Source: an optimization exercise on an open RTL-to-GDS flow (aim: small area). Production flows keep margins and buffers that such runs may drop. In this exercise RTL edits were held to simulation tests only and were not proved equivalent to the original.

### design/flow/run.sh
#!/bin/bash
# synth_recipe.tcl (not shown) runs the flow's synth.tcl, then flattens the netlist and writes it again
# the make line also repeats each setting of config.mk as NAME=value (left out here)
make -C /OpenROAD-flow-scripts/flow DESIGN_CONFIG=/design/flow/config.mk WORK_HOME=/design/flow/orfs CLKGATE_MAP_FILE= SYNTH_SCRIPT=/design/flow/synth_recipe.tcl finish
### design/flow/constraint.sdc
create_clock -name core_clock -period 5.0 [get_ports {clk}]
set_input_delay 1.0000 -clock core_clock [delete_from_list [all_inputs] [get_ports {clk}]]
set_output_delay 1.0000 -clock core_clock [all_outputs]
set_load 0.01 [all_outputs]
### design/flow/design.v
`timescale 1ns / 1ps
module _latency #(
    parameter Latency = 7,
    parameter DATA_Width = 8,
    parameter RST_Enable = 1
)
(
    input clk,rst,clk_en,
    input [DATA_Width-1:0] din,
    output [DATA_Width-1:0] dout 
);
reg [DATA_Width-1:0] _delay [Latency-1:0];
integer i;
always @(posedge clk) begin
    if(clk_en) begin
        for(i=0; i<Latency-1; i=i+1)
            _delay[i+1] <= _delay[i];
        _delay[0] <= din;
    end
    if(RST_Enable) begin
        if(rst) begin
            for(i=0; i<Latency-1; i=i+1)
                _delay[i] <= 0;
        end
    end
end
assign dout = _delay[Latency-1];
endmodule
`timescale 1ns / 1ps
module  interpolator_raw #
(
    parameter D_width = 6
)
(
    input clk,rst,
    input clk_en,
    input din_valid,
    input din_last,
    input [D_width-1:0]dx,dy,
    input [7:0] lu,ru,ld,rd,
    output dout_valid,
    output dout_last,
    output [7:0] p
);
wire xas1, xac2;
fa u_xas1 (.a((dx[0] ? ru[2] : lu[2])), .b((dx[1] ? ru[1] : lu[1])), .ci((dx[2] ? ru[0] : lu[0])), .s(xas1), .co(xac2));
wire xas3, xac4;
fa u_xas3 (.a((dx[0] ? ru[3] : lu[3])), .b((dx[1] ? ru[2] : lu[2])), .ci((dx[2] ? ru[1] : lu[1])), .s(xas3), .co(xac4));
wire xas5, xac6;
fa u_xas5 (.a((dx[3] ? ru[0] : lu[0])), .b(xac2), .ci(xas3), .s(xas5), .co(xac6));
wire xas7, xac8;
fa u_xas7 (.a((dx[0] ? ru[4] : lu[4])), .b((dx[1] ? ru[3] : lu[3])), .ci((dx[2] ? ru[2] : lu[2])), .s(xas7), .co(xac8));
wire xas9, xac10;
fa u_xas9 (.a((dx[3] ? ru[1] : lu[1])), .b((dx[4] ? ru[0] : lu[0])), .ci(xac4), .s(xas9), .co(xac10));
wire xas11, xac12;
fa u_xas11 (.a(xas7), .b(xac6), .ci(xas9), .s(xas11), .co(xac12));
wire xas13, xac14;
fa u_xas13 (.a((dx[0] ? ru[5] : lu[5])), .b((dx[1] ? ru[4] : lu[4])), .ci((dx[2] ? ru[3] : lu[3])), .s(xas13), .co(xac14));
wire xas15, xac16;
fa u_xas15 (.a((dx[3] ? ru[2] : lu[2])), .b((dx[4] ? ru[1] : lu[1])), .ci((dx[5] ? ru[0] : lu[0])), .s(xas15), .co(xac16));
wire xas17, xac18;
fa u_xas17 (.a(xac8), .b(xas13), .ci(xas15), .s(xas17), .co(xac18));
wire xas19, xac20;
fa u_xas19 (.a(xac10), .b(xas17), .ci(xac12), .s(xas19), .co(xac20));
wire xas21, xac22;
fa u_xas21 (.a((dx[0] ? ru[6] : lu[6])), .b((dx[1] ? ru[5] : lu[5])), .ci((dx[2] ? ru[4] : lu[4])), .s(xas21), .co(xac22));
wire xas23, xac24;
fa u_xas23 (.a((dx[3] ? ru[3] : lu[3])), .b((dx[4] ? ru[2] : lu[2])), .ci((dx[5] ? ru[1] : lu[1])), .s(xas23), .co(xac24));
wire xas25, xac26;
fa u_xas25 (.a(xac14), .b(xac16), .ci(xas21), .s(xas25), .co(xac26));
wire xas27, xac28;
fa u_xas27 (.a(xas23), .b(xac18), .ci(xas25), .s(xas27), .co(xac28));
wire xas29, xac30;
fa u_xas29 (.a((dx[0] ? ru[7] : lu[7])), .b((dx[1] ? ru[6] : lu[6])), .ci((dx[2] ? ru[5] : lu[5])), .s(xas29), .co(xac30));
wire xas31, xac32;
fa u_xas31 (.a((dx[3] ? ru[4] : lu[4])), .b((dx[4] ? ru[3] : lu[3])), .ci((dx[5] ? ru[2] : lu[2])), .s(xas31), .co(xac32));
wire xas33, xac34;
fa u_xas33 (.a(xac22), .b(xac24), .ci(xas29), .s(xas33), .co(xac34));
wire xas35, xac36;
fa u_xas35 (.a(xas31), .b(xac26), .ci(xas33), .s(xas35), .co(xac36));
wire xas37, xac38;
fa u_xas37 (.a((dx[1] ? ru[7] : lu[7])), .b((dx[2] ? ru[6] : lu[6])), .ci((dx[3] ? ru[5] : lu[5])), .s(xas37), .co(xac38));
wire xas39, xac40;
fa u_xas39 (.a((dx[4] ? ru[4] : lu[4])), .b((dx[5] ? ru[3] : lu[3])), .ci(xac30), .s(xas39), .co(xac40));
wire xas41, xac42;
fa u_xas41 (.a(xac32), .b(xas37), .ci(xac34), .s(xas41), .co(xac42));
wire xas43, xac44;
fa u_xas43 (.a(xas39), .b(xac36), .ci(xas41), .s(xas43), .co(xac44));
wire xas45, xac46;
fa u_xas45 (.a((dx[2] ? ru[7] : lu[7])), .b((dx[3] ? ru[6] : lu[6])), .ci((dx[4] ? ru[5] : lu[5])), .s(xas45), .co(xac46));
wire xas47, xac48;
fa u_xas47 (.a((dx[5] ? ru[4] : lu[4])), .b(xac38), .ci(xas45), .s(xas47), .co(xac48));
wire xas49, xac50;
fa u_xas49 (.a(xac40), .b(xas47), .ci(xac42), .s(xas49), .co(xac50));
wire xas51, xac52;
fa u_xas51 (.a((dx[3] ? ru[7] : lu[7])), .b((dx[4] ? ru[6] : lu[6])), .ci((dx[5] ? ru[5] : lu[5])), .s(xas51), .co(xac52));
wire xas53, xac54;
fa u_xas53 (.a(xac46), .b(xas51), .ci(xac48), .s(xas53), .co(xac54));
wire xas55, xac56;
fa u_xas55 (.a((dx[4] ? ru[7] : lu[7])), .b((dx[5] ? ru[6] : lu[6])), .ci(xac52), .s(xas55), .co(xac56));
wire xbs57, xbc58;
fa u_xbs57 (.a((dx[0] ? rd[2] : ld[2])), .b((dx[1] ? rd[1] : ld[1])), .ci((dx[2] ? rd[0] : ld[0])), .s(xbs57), .co(xbc58));
wire xbs59, xbc60;
fa u_xbs59 (.a((dx[0] ? rd[3] : ld[3])), .b((dx[1] ? rd[2] : ld[2])), .ci((dx[2] ? rd[1] : ld[1])), .s(xbs59), .co(xbc60));
wire xbs61, xbc62;
fa u_xbs61 (.a((dx[3] ? rd[0] : ld[0])), .b(xbc58), .ci(xbs59), .s(xbs61), .co(xbc62));
wire xbs63, xbc64;
fa u_xbs63 (.a((dx[0] ? rd[4] : ld[4])), .b((dx[1] ? rd[3] : ld[3])), .ci((dx[2] ? rd[2] : ld[2])), .s(xbs63), .co(xbc64));
wire xbs65, xbc66;
fa u_xbs65 (.a((dx[3] ? rd[1] : ld[1])), .b((dx[4] ? rd[0] : ld[0])), .ci(xbc60), .s(xbs65), .co(xbc66));
wire xbs67, xbc68;
fa u_xbs67 (.a(xbs63), .b(xbc62), .ci(xbs65), .s(xbs67), .co(xbc68));
wire xbs69, xbc70;
fa u_xbs69 (.a((dx[0] ? rd[5] : ld[5])), .b((dx[1] ? rd[4] : ld[4])), .ci((dx[2] ? rd[3] : ld[3])), .s(xbs69), .co(xbc70));
wire xbs71, xbc72;
fa u_xbs71 (.a((dx[3] ? rd[2] : ld[2])), .b((dx[4] ? rd[1] : ld[1])), .ci((dx[5] ? rd[0] : ld[0])), .s(xbs71), .co(xbc72));
wire xbs73, xbc74;
fa u_xbs73 (.a(xbc64), .b(xbs69), .ci(xbs71), .s(xbs73), .co(xbc74));
wire xbs75, xbc76;
fa u_xbs75 (.a(xbc66), .b(xbs73), .ci(xbc68), .s(xbs75), .co(xbc76));
wire xbs77, xbc78;
fa u_xbs77 (.a((dx[0] ? rd[6] : ld[6])), .b((dx[1] ? rd[5] : ld[5])), .ci((dx[2] ? rd[4] : ld[4])), .s(xbs77), .co(xbc78));
wire xbs79, xbc80;
fa u_xbs79 (.a((dx[3] ? rd[3] : ld[3])), .b((dx[4] ? rd[2] : ld[2])), .ci((dx[5] ? rd[1] : ld[1])), .s(xbs79), .co(xbc80));
wire xbs81, xbc82;
fa u_xbs81 (.a(xbc70), .b(xbc72), .ci(xbs77), .s(xbs81), .co(xbc82));
wire xbs83, xbc84;
fa u_xbs83 (.a(xbs79), .b(xbc74), .ci(xbs81), .s(xbs83), .co(xbc84));
wire xbs85, xbc86;
fa u_xbs85 (.a((dx[0] ? rd[7] : ld[7])), .b((dx[1] ? rd[6] : ld[6])), .ci((dx[2] ? rd[5] : ld[5])), .s(xbs85), .co(xbc86));
wire xbs87, xbc88;
fa u_xbs87 (.a((dx[3] ? rd[4] : ld[4])), .b((dx[4] ? rd[3] : ld[3])), .ci((dx[5] ? rd[2] : ld[2])), .s(xbs87), .co(xbc88));
wire xbs89, xbc90;
fa u_xbs89 (.a(xbc78), .b(xbc80), .ci(xbs85), .s(xbs89), .co(xbc90));
wire xbs91, xbc92;
fa u_xbs91 (.a(xbs87), .b(xbc82), .ci(xbs89), .s(xbs91), .co(xbc92));
wire xbs93, xbc94;
fa u_xbs93 (.a((dx[1] ? rd[7] : ld[7])), .b((dx[2] ? rd[6] : ld[6])), .ci((dx[3] ? rd[5] : ld[5])), .s(xbs93), .co(xbc94));
wire xbs95, xbc96;
fa u_xbs95 (.a((dx[4] ? rd[4] : ld[4])), .b((dx[5] ? rd[3] : ld[3])), .ci(xbc86), .s(xbs95), .co(xbc96));
wire xbs97, xbc98;
fa u_xbs97 (.a(xbc88), .b(xbs93), .ci(xbc90), .s(xbs97), .co(xbc98));
wire xbs99, xbc100;
fa u_xbs99 (.a(xbs95), .b(xbc92), .ci(xbs97), .s(xbs99), .co(xbc100));
wire xbs101, xbc102;
fa u_xbs101 (.a((dx[2] ? rd[7] : ld[7])), .b((dx[3] ? rd[6] : ld[6])), .ci((dx[4] ? rd[5] : ld[5])), .s(xbs101), .co(xbc102));
wire xbs103, xbc104;
fa u_xbs103 (.a((dx[5] ? rd[4] : ld[4])), .b(xbc94), .ci(xbs101), .s(xbs103), .co(xbc104));
wire xbs105, xbc106;
fa u_xbs105 (.a(xbc96), .b(xbs103), .ci(xbc98), .s(xbs105), .co(xbc106));
wire xbs107, xbc108;
fa u_xbs107 (.a((dx[3] ? rd[7] : ld[7])), .b((dx[4] ? rd[6] : ld[6])), .ci((dx[5] ? rd[5] : ld[5])), .s(xbs107), .co(xbc108));
wire xbs109, xbc110;
fa u_xbs109 (.a(xbc102), .b(xbs107), .ci(xbc104), .s(xbs109), .co(xbc110));
wire xbs111, xbc112;
fa u_xbs111 (.a((dx[4] ? rd[7] : ld[7])), .b((dx[5] ? rd[6] : ld[6])), .ci(xbc108), .s(xbs111), .co(xbc112));
wire [13:0] a = {1'b0, (dx[5] ? ru[7] : lu[7]), xas55, xas53, xac44, xas43, xac28, xas27, xas19, xas11, xas5, xas1, (dx[0] ? ru[1] : lu[1]), (dx[0] ? ru[0] : lu[0])} + {1'b0, xac56, xac54, xac50, xas49, 1'b0, xas35, xac20, 1'b0, 1'b0, 1'b0, 1'b0, (dx[1] ? ru[0] : lu[0]), 1'b0};
wire [13:0] b = {1'b0, (dx[5] ? rd[7] : ld[7]), xbs111, xbs109, xbc100, xbs99, xbc84, xbs83, xbs75, xbs67, xbs61, xbs57, (dx[0] ? rd[1] : ld[1]), (dx[0] ? rd[0] : ld[0])} + {1'b0, xbc112, xbc110, xbc106, xbs105, 1'b0, xbs91, xbc76, 1'b0, 1'b0, 1'b0, 1'b0, (dx[1] ? rd[0] : ld[0]), 1'b0};
reg [13:0] a_1, b_1;
reg [5:0] dy_1;
always @ (posedge clk)
    if (clk_en) begin
        a_1 <= a;
        b_1 <= b;
        dy_1 <= dy;
    end
wire ys113, yc114;
fa u_ys113 (.a((dy_1[0] ? b_1[2] : a_1[2])), .b((dy_1[1] ? b_1[1] : a_1[1])), .ci((dy_1[2] ? b_1[0] : a_1[0])), .s(ys113), .co(yc114));
wire ys115, yc116;
fa u_ys115 (.a((dy_1[0] ? b_1[3] : a_1[3])), .b((dy_1[1] ? b_1[2] : a_1[2])), .ci((dy_1[2] ? b_1[1] : a_1[1])), .s(ys115), .co(yc116));
wire ys117, yc118;
fa u_ys117 (.a((dy_1[3] ? b_1[0] : a_1[0])), .b(yc114), .ci(ys115), .s(ys117), .co(yc118));
wire ys119, yc120;
fa u_ys119 (.a((dy_1[0] ? b_1[4] : a_1[4])), .b((dy_1[1] ? b_1[3] : a_1[3])), .ci((dy_1[2] ? b_1[2] : a_1[2])), .s(ys119), .co(yc120));
wire ys121, yc122;
fa u_ys121 (.a((dy_1[3] ? b_1[1] : a_1[1])), .b((dy_1[4] ? b_1[0] : a_1[0])), .ci(yc116), .s(ys121), .co(yc122));
wire ys123, yc124;
fa u_ys123 (.a(ys119), .b(yc118), .ci(ys121), .s(ys123), .co(yc124));
wire ys125, yc126;
fa u_ys125 (.a((dy_1[0] ? b_1[5] : a_1[5])), .b((dy_1[1] ? b_1[4] : a_1[4])), .ci((dy_1[2] ? b_1[3] : a_1[3])), .s(ys125), .co(yc126));
wire ys127, yc128;
fa u_ys127 (.a((dy_1[3] ? b_1[2] : a_1[2])), .b((dy_1[4] ? b_1[1] : a_1[1])), .ci((dy_1[5] ? b_1[0] : a_1[0])), .s(ys127), .co(yc128));
wire ys129, yc130;
fa u_ys129 (.a(yc120), .b(ys125), .ci(ys127), .s(ys129), .co(yc130));
wire ys131, yc132;
fa u_ys131 (.a(yc122), .b(ys129), .ci(yc124), .s(ys131), .co(yc132));
wire ys133, yc134;
fa u_ys133 (.a((dy_1[0] ? b_1[6] : a_1[6])), .b((dy_1[1] ? b_1[5] : a_1[5])), .ci((dy_1[2] ? b_1[4] : a_1[4])), .s(ys133), .co(yc134));
wire ys135, yc136;
fa u_ys135 (.a((dy_1[3] ? b_1[3] : a_1[3])), .b((dy_1[4] ? b_1[2] : a_1[2])), .ci((dy_1[5] ? b_1[1] : a_1[1])), .s(ys135), .co(yc136));
wire ys137, yc138;
fa u_ys137 (.a(yc126), .b(yc128), .ci(ys133), .s(ys137), .co(yc138));
wire ys139, yc140;
fa u_ys139 (.a(ys135), .b(yc130), .ci(ys137), .s(ys139), .co(yc140));
wire ys141, yc142;
fa u_ys141 (.a((dy_1[0] ? b_1[7] : a_1[7])), .b((dy_1[1] ? b_1[6] : a_1[6])), .ci((dy_1[2] ? b_1[5] : a_1[5])), .s(ys141), .co(yc142));
wire ys143, yc144;
fa u_ys143 (.a((dy_1[3] ? b_1[4] : a_1[4])), .b((dy_1[4] ? b_1[3] : a_1[3])), .ci((dy_1[5] ? b_1[2] : a_1[2])), .s(ys143), .co(yc144));
wire ys145, yc146;
fa u_ys145 (.a(yc134), .b(yc136), .ci(ys141), .s(ys145), .co(yc146));
wire ys147, yc148;
fa u_ys147 (.a(ys143), .b(yc138), .ci(ys145), .s(ys147), .co(yc148));
wire ys149, yc150;
fa u_ys149 (.a((dy_1[0] ? b_1[8] : a_1[8])), .b((dy_1[1] ? b_1[7] : a_1[7])), .ci((dy_1[2] ? b_1[6] : a_1[6])), .s(ys149), .co(yc150));
wire ys151, yc152;
fa u_ys151 (.a((dy_1[3] ? b_1[5] : a_1[5])), .b((dy_1[4] ? b_1[4] : a_1[4])), .ci((dy_1[5] ? b_1[3] : a_1[3])), .s(ys151), .co(yc152));
wire ys153, yc154;
fa u_ys153 (.a(yc142), .b(yc144), .ci(ys149), .s(ys153), .co(yc154));
wire ys155, yc156;
fa u_ys155 (.a(ys151), .b(yc146), .ci(ys153), .s(ys155), .co(yc156));
wire ys157, yc158;
fa u_ys157 (.a((dy_1[0] ? b_1[9] : a_1[9])), .b((dy_1[1] ? b_1[8] : a_1[8])), .ci((dy_1[2] ? b_1[7] : a_1[7])), .s(ys157), .co(yc158));
wire ys159, yc160;
fa u_ys159 (.a((dy_1[3] ? b_1[6] : a_1[6])), .b((dy_1[4] ? b_1[5] : a_1[5])), .ci((dy_1[5] ? b_1[4] : a_1[4])), .s(ys159), .co(yc160));
wire ys161, yc162;
fa u_ys161 (.a(yc150), .b(yc152), .ci(ys157), .s(ys161), .co(yc162));
wire ys163, yc164;
fa u_ys163 (.a(ys159), .b(yc154), .ci(ys161), .s(ys163), .co(yc164));
wire ys165, yc166;
fa u_ys165 (.a((dy_1[0] ? b_1[10] : a_1[10])), .b((dy_1[1] ? b_1[9] : a_1[9])), .ci((dy_1[2] ? b_1[8] : a_1[8])), .s(ys165), .co(yc166));
wire ys167, yc168;
fa u_ys167 (.a((dy_1[3] ? b_1[7] : a_1[7])), .b((dy_1[4] ? b_1[6] : a_1[6])), .ci((dy_1[5] ? b_1[5] : a_1[5])), .s(ys167), .co(yc168));
wire ys169, yc170;
fa u_ys169 (.a(yc158), .b(yc160), .ci(ys165), .s(ys169), .co(yc170));
wire ys171, yc172;
fa u_ys171 (.a(ys167), .b(yc162), .ci(ys169), .s(ys171), .co(yc172));
wire ys173, yc174;
fa u_ys173 (.a((dy_1[0] ? b_1[11] : a_1[11])), .b((dy_1[1] ? b_1[10] : a_1[10])), .ci((dy_1[2] ? b_1[9] : a_1[9])), .s(ys173), .co(yc174));
wire ys175, yc176;
fa u_ys175 (.a((dy_1[3] ? b_1[8] : a_1[8])), .b((dy_1[4] ? b_1[7] : a_1[7])), .ci((dy_1[5] ? b_1[6] : a_1[6])), .s(ys175), .co(yc176));
wire ys177, yc178;
fa u_ys177 (.a(yc166), .b(yc168), .ci(ys173), .s(ys177), .co(yc178));
wire ys179, yc180;
fa u_ys179 (.a(ys175), .b(yc170), .ci(ys177), .s(ys179), .co(yc180));
wire ys181, yc182;
fa u_ys181 (.a((dy_1[0] ? b_1[12] : a_1[12])), .b((dy_1[1] ? b_1[11] : a_1[11])), .ci((dy_1[2] ? b_1[10] : a_1[10])), .s(ys181), .co(yc182));
wire ys183, yc184;
fa u_ys183 (.a((dy_1[3] ? b_1[9] : a_1[9])), .b((dy_1[4] ? b_1[8] : a_1[8])), .ci((dy_1[5] ? b_1[7] : a_1[7])), .s(ys183), .co(yc184));
wire ys185, yc186;
fa u_ys185 (.a(yc174), .b(yc176), .ci(ys181), .s(ys185), .co(yc186));
wire ys187, yc188;
fa u_ys187 (.a(ys183), .b(yc178), .ci(ys185), .s(ys187), .co(yc188));
wire ys189, yc190;
fa u_ys189 (.a((dy_1[0] ? b_1[13] : a_1[13])), .b((dy_1[1] ? b_1[12] : a_1[12])), .ci((dy_1[2] ? b_1[11] : a_1[11])), .s(ys189), .co(yc190));
wire ys191, yc192;
fa u_ys191 (.a((dy_1[3] ? b_1[10] : a_1[10])), .b((dy_1[4] ? b_1[9] : a_1[9])), .ci((dy_1[5] ? b_1[8] : a_1[8])), .s(ys191), .co(yc192));
wire ys193, yc194;
fa u_ys193 (.a(yc182), .b(yc184), .ci(ys189), .s(ys193), .co(yc194));
wire ys195, yc196;
fa u_ys195 (.a(ys191), .b(yc186), .ci(ys193), .s(ys195), .co(yc196));
wire ys197, yc198;
fa u_ys197 (.a((dy_1[1] ? b_1[13] : a_1[13])), .b((dy_1[2] ? b_1[12] : a_1[12])), .ci((dy_1[3] ? b_1[11] : a_1[11])), .s(ys197), .co(yc198));
wire ys199, yc200;
fa u_ys199 (.a((dy_1[4] ? b_1[10] : a_1[10])), .b((dy_1[5] ? b_1[9] : a_1[9])), .ci(yc190), .s(ys199), .co(yc200));
wire ys201, yc202;
fa u_ys201 (.a(yc192), .b(ys197), .ci(yc194), .s(ys201), .co(yc202));
wire ys203, yc204;
fa u_ys203 (.a(ys199), .b(yc196), .ci(ys201), .s(ys203), .co(yc204));
wire ys205, yc206;
fa u_ys205 (.a((dy_1[2] ? b_1[13] : a_1[13])), .b((dy_1[3] ? b_1[12] : a_1[12])), .ci((dy_1[4] ? b_1[11] : a_1[11])), .s(ys205), .co(yc206));
wire ys207, yc208;
fa u_ys207 (.a((dy_1[5] ? b_1[10] : a_1[10])), .b(yc198), .ci(ys205), .s(ys207), .co(yc208));
wire ys209, yc210;
fa u_ys209 (.a(yc200), .b(ys207), .ci(yc202), .s(ys209), .co(yc210));
wire ys211, yc212;
fa u_ys211 (.a((dy_1[3] ? b_1[13] : a_1[13])), .b((dy_1[4] ? b_1[12] : a_1[12])), .ci((dy_1[5] ? b_1[11] : a_1[11])), .s(ys211), .co(yc212));
wire ys213, yc214;
fa u_ys213 (.a(yc206), .b(ys211), .ci(yc208), .s(ys213), .co(yc214));
wire ys215, yc216;
fa u_ys215 (.a((dy_1[4] ? b_1[13] : a_1[13])), .b((dy_1[5] ? b_1[12] : a_1[12])), .ci(yc212), .s(ys215), .co(yc216));
wire [19:0] s = {1'b0, (dy_1[5] ? b_1[13] : a_1[13]), ys215, ys213, yc204, ys203, yc188, yc180, yc172, yc164, yc156, yc148, yc140, ys139, ys131, ys123, ys117, ys113, (dy_1[0] ? b_1[1] : a_1[1]), (dy_1[0] ? b_1[0] : a_1[0])} + {1'b0, yc216, yc214, yc210, ys209, 1'b0, ys195, ys187, ys179, ys171, ys163, ys155, ys147, yc132, 1'b0, 1'b0, 1'b0, 1'b0, (dy_1[1] ? b_1[0] : a_1[0]), 1'b0};
reg [7:0] p2, p3, p4;
always @ (posedge clk)
    if (clk_en) begin
        p2 <= s[19:12];
        p3 <= p2;
        p4 <= p3;
    end
assign p = p4;
_latency #(
    .Latency(4),
    .DATA_Width(1),
    .RST_Enable(1)
) u_valid_latecny
(
    .clk(clk),
    .clk_en(clk_en),
    .rst(rst),
    .din(din_valid),
    .dout(dout_valid)
);
_latency #(
    .Latency(4),
    .DATA_Width(1),
    .RST_Enable(0)
) u_last_latecny
(
    .clk(clk),
    .clk_en(clk_en),
    .rst(rst),
    .din(din_last),
    .dout(dout_last)
);
endmodule
module fa (
    input a, b, ci,
    output s, co
);
assign {co, s} = a + b + ci;
endmodule
### design/flow/config.mk
export PLATFORM = sky130hd
export DESIGN_NAME = interpolator_raw
export DESIGN_NICKNAME = interpolator_raw
export VERILOG_FILES = /design/flow/design.v
export SDC_FILE = /design/flow/constraint.sdc
export NUM_CORES = 4
export LEC_CHECK = 0
export CAP_MARGIN = 20
export CORE_MARGIN = 2
export CORE_UTILIZATION = 40
export SLEW_MARGIN = 20
export SYNTH_HIERARCHICAL = 1
export SYNTH_MINIMUM_KEEP_SIZE = 0
==> flow_summary.ini <==
[die]
num_rows = 49
io_pins = 59
start_util_pct = 40.8
fp.dieArea_um2 = 19500
fp.dieW_um = 140
die_h_um = 140
core_um2 = 18000

[critical_path]
cp_data_arrival_time_ps = 4920
cp.required_ps = 5080
cp-end-kind = register
path_buf_inv = 2
slowest_delay_ps = 510
path_max_fanout = 10
start_kind = input pin
crit_top_cell = fa_1
critPathKind = input pin to register
cp_top_family = adder cells
crit_chain = clkdlybuf4s50_1, buf_12, mux2_2, fa_1, fa_1, fa_1, fa_1, ha_1, a31o_2, a21oi_1, o21ai_0, a21o_1
slowest_stage = clkdlybuf4s50_1

[clocking]
cts.sinks = 66
ctsResizeCount = 0
root_buffer = clkbuf_16
numCtsBuffers = 9
cts_setup_buffers = 0
cts_tree = built
hold_buffers = 0
insertion_delay_ps = 330
clock_path_buffers = 2
path_clk_slew_ps = 60
htree_levels = 3

[synthesis]
synthTopCellsByArea = fa_1 29%, mux2_2 27%, edfxtp_1 26%, ha_1 4.8%, xnor2_1 1.5%
ys_types = 39
synth_nets = 707
synth_common_cells = 177 x mux2_2, 108 x fa_1, 63 x edfxtp_1
synth.top_cell.area_share_pct = 29.4
async_flop_share_pct = 0
yosys_warnings = 11
yosys.cell_count.top_type = mux2_2
syn-cell-area_um2 = 7350
ys.flop_type = edfxtp_1
ys_ff_latch = 66
synth_area_leader_cell = fa_1
synth_edf_count = 63
ys_seq_area_share_pct = 26.6
synth_cells = 522
avgSynthCellArea_um2 = 14.1

[timing]
period_share_pct = 96.8
finalClockSkew_ps = 4.58
hold_violations = 0
maxSlewHeadroom_pct = 53.5
finalCriticalPeriod_ps = 4840
worst_slew_pin_slew_ps = 697
setup-violations-final = 0
fmax_ghz = 0.207
rsz0062_at_grt = false
final_max_slew_viol_count = 0

[route]
avgViaCountPerCell = 5.28
ant_nets = 0
drc = 0
num_vias = 4525
dr.first_iter.drc_count = 216
wl_per_cell_um = 17.5
drtPass1Iterations = 4
routed_wl_mm = 15.0

[placed_design]
io_buffers = 58
gp_congestion = 0.840
hpwlAfterDp_mm = 12.1
placed_area_um2 = 8620

[grt]
grtUsageTotal_pct = 16.1
grt_max_degree = 38
grt_pass1_vias = 5212
antenna_found_initial = 0
overflow = 0
grt_first_pass_wirelength_mm = 25.7

[job]
cap_violations = 0

[finish]
area_delta_synth_final_pct = 21.8
layout.nets = 808
drive_gt1_share_pct = 39.6
insertedDiodeCount = 0
postLayoutCellArea_um2 = 8950

[status]
status = complete, no violations

[min_path]
hp-class = register to register
layer usage:
metal  wire [um]  track usage (%)
met5           0                0
met4         264             4.53
met3         321             1.82
met2        7530             28.9
met1        6910             20.7
Yosys stat by module, one instance, submodules excluded, a selection:
| module | cells | flops+latches |
|---|---|---|
| interpolator_raw | 400 | 58 |
| fa | 1 | 0 |
final timing paths:
| kind | startpoint | cells past startpoint | slack [ps] | endpoint |
|---|---|---|---|---|
| max | dx[0] | 12 | 160 | b_1[13]$_DFFE_PP_ |
| min | p3[4]$_DFFE_PP_ | 0 | 420 | p4[4]$_DFFE_PP_ |
| max reg2reg | dy_1[0]$_DFFE_PP_ | 10 | 380 | p2[5]$_DFFE_PP_ |
| min reg2reg | p3[4]$_DFFE_PP_ | 0 | 420 | p4[4]$_DFFE_PP_ |
area by class of cell:
cell class / instances / area, um2
multi-input combinational: 431 / 5300
fill: 1573 / 9080
inverter: 6 / 22.5
clock buffer: 9 / 225
tap: 229 / 287
clock inverter: 7 / 101
sequential: 66 / 1950
timing repair buffer: 109 / 1060
cells by family (layout without fill, tap and decap cells):
logic type	Yosys count	in the layout	synth area share (%)
XOR/XNOR	23	23	2.74
adder cells (fa/ha/maj)	136	136	34.2
flip-flops	66	66	26.6
AO/OA/AOI/OAI	45	45	4.17
AND/OR/NAND/NOR	45	45	3.24
buffers and inverters	25	131	1.29
multiplexers	182	182	27.8
per-stage QoR:
step | worst slack (ps) | instances | hold WS [ps] | TNS (ps) | utilization (%)
floorplan | 35.2 | 522 | 400 | 0 | -
global placement | -66.2 | 841 | 401 | -198 | 47.8
detailed placement | -178 | 841 | 405 | -801 | 47.8
CTS | 152 | 857 | 418 | 0 | 49.6
global route | 9.32 | 857 | 426 | 0 | 49.6
finish | 158 | 857 | 418 | 0 | 49.6
worst register-to-register path: cells and delay by family, from the launching register on:
| kind | cells | cell delay (ps) |
|---|---|---|
| adders and majority gates | 5 | 2220 |
| muxes | 1 | 420 |
| DFF | 1 | 740 |
| and+or+nand+nor | 3 | 790 |
| AOI/OAI and AO/OA | 1 | 230 |
layout by cell type (no fill, tap or decap), drive strengths merged, types with 2 or more instances in the layout:
cell type	instances
a21oi	14
o211ai	2
and3	5
dfxtp	3
a31oi	2
bufinv	2
o21ai	6
a21o	7
nor2	8
inv	8
nand4	4
clkdlybuf4s50	57
nand2	7
nand3	11
edfxtp	63
mux2	177
nor2b	2
fa	108
mux2i	5
nor3	2
xnor2	13
a31o	2
clkinv	2
clkbuf	9
a41o	2
o21bai	4
xor2	10
ha	28
buf	52
registers in the layout, summed over array words and instances, names as in the netlist:
name                    count
b_1                        14
dy_1                        6
u_last_latecny._delay       4
p2                          8
a_1                        14
u_valid_latecny._delay      4
p4                          8
p3                          8

## static timing again, ports no longer ideal
No port has a modelled driver above. Below, the same layout with a new extraction and two added sets of constraints. Step 1 assumes that a clkbuf_16 drives the clock port and a buf_2 every other input. Step 2 adds t to the input delays and takes it off the output delays; t is the mean of the earliest and latest rising clock arrival at the registers after step 1. Input paths then give back, and output paths get back, about the clock's delay inside the block. a / b / c = ideal / step 1 / step 2; a / b = the first two.
t, ns: 0.359
slack for setup (ns): 0.158 / 0.167 / -0.193
worst setup path after step 2: input to register
clock arrival spread, ns: 0.005 / 0.005
pins driven straight from the clock port: 1
With both steps, setup timing fails in this run, where it was met with ideal ports. The setup slack of this run moves by +0.009 ns with the drivers and by -0.351 ns with both steps.
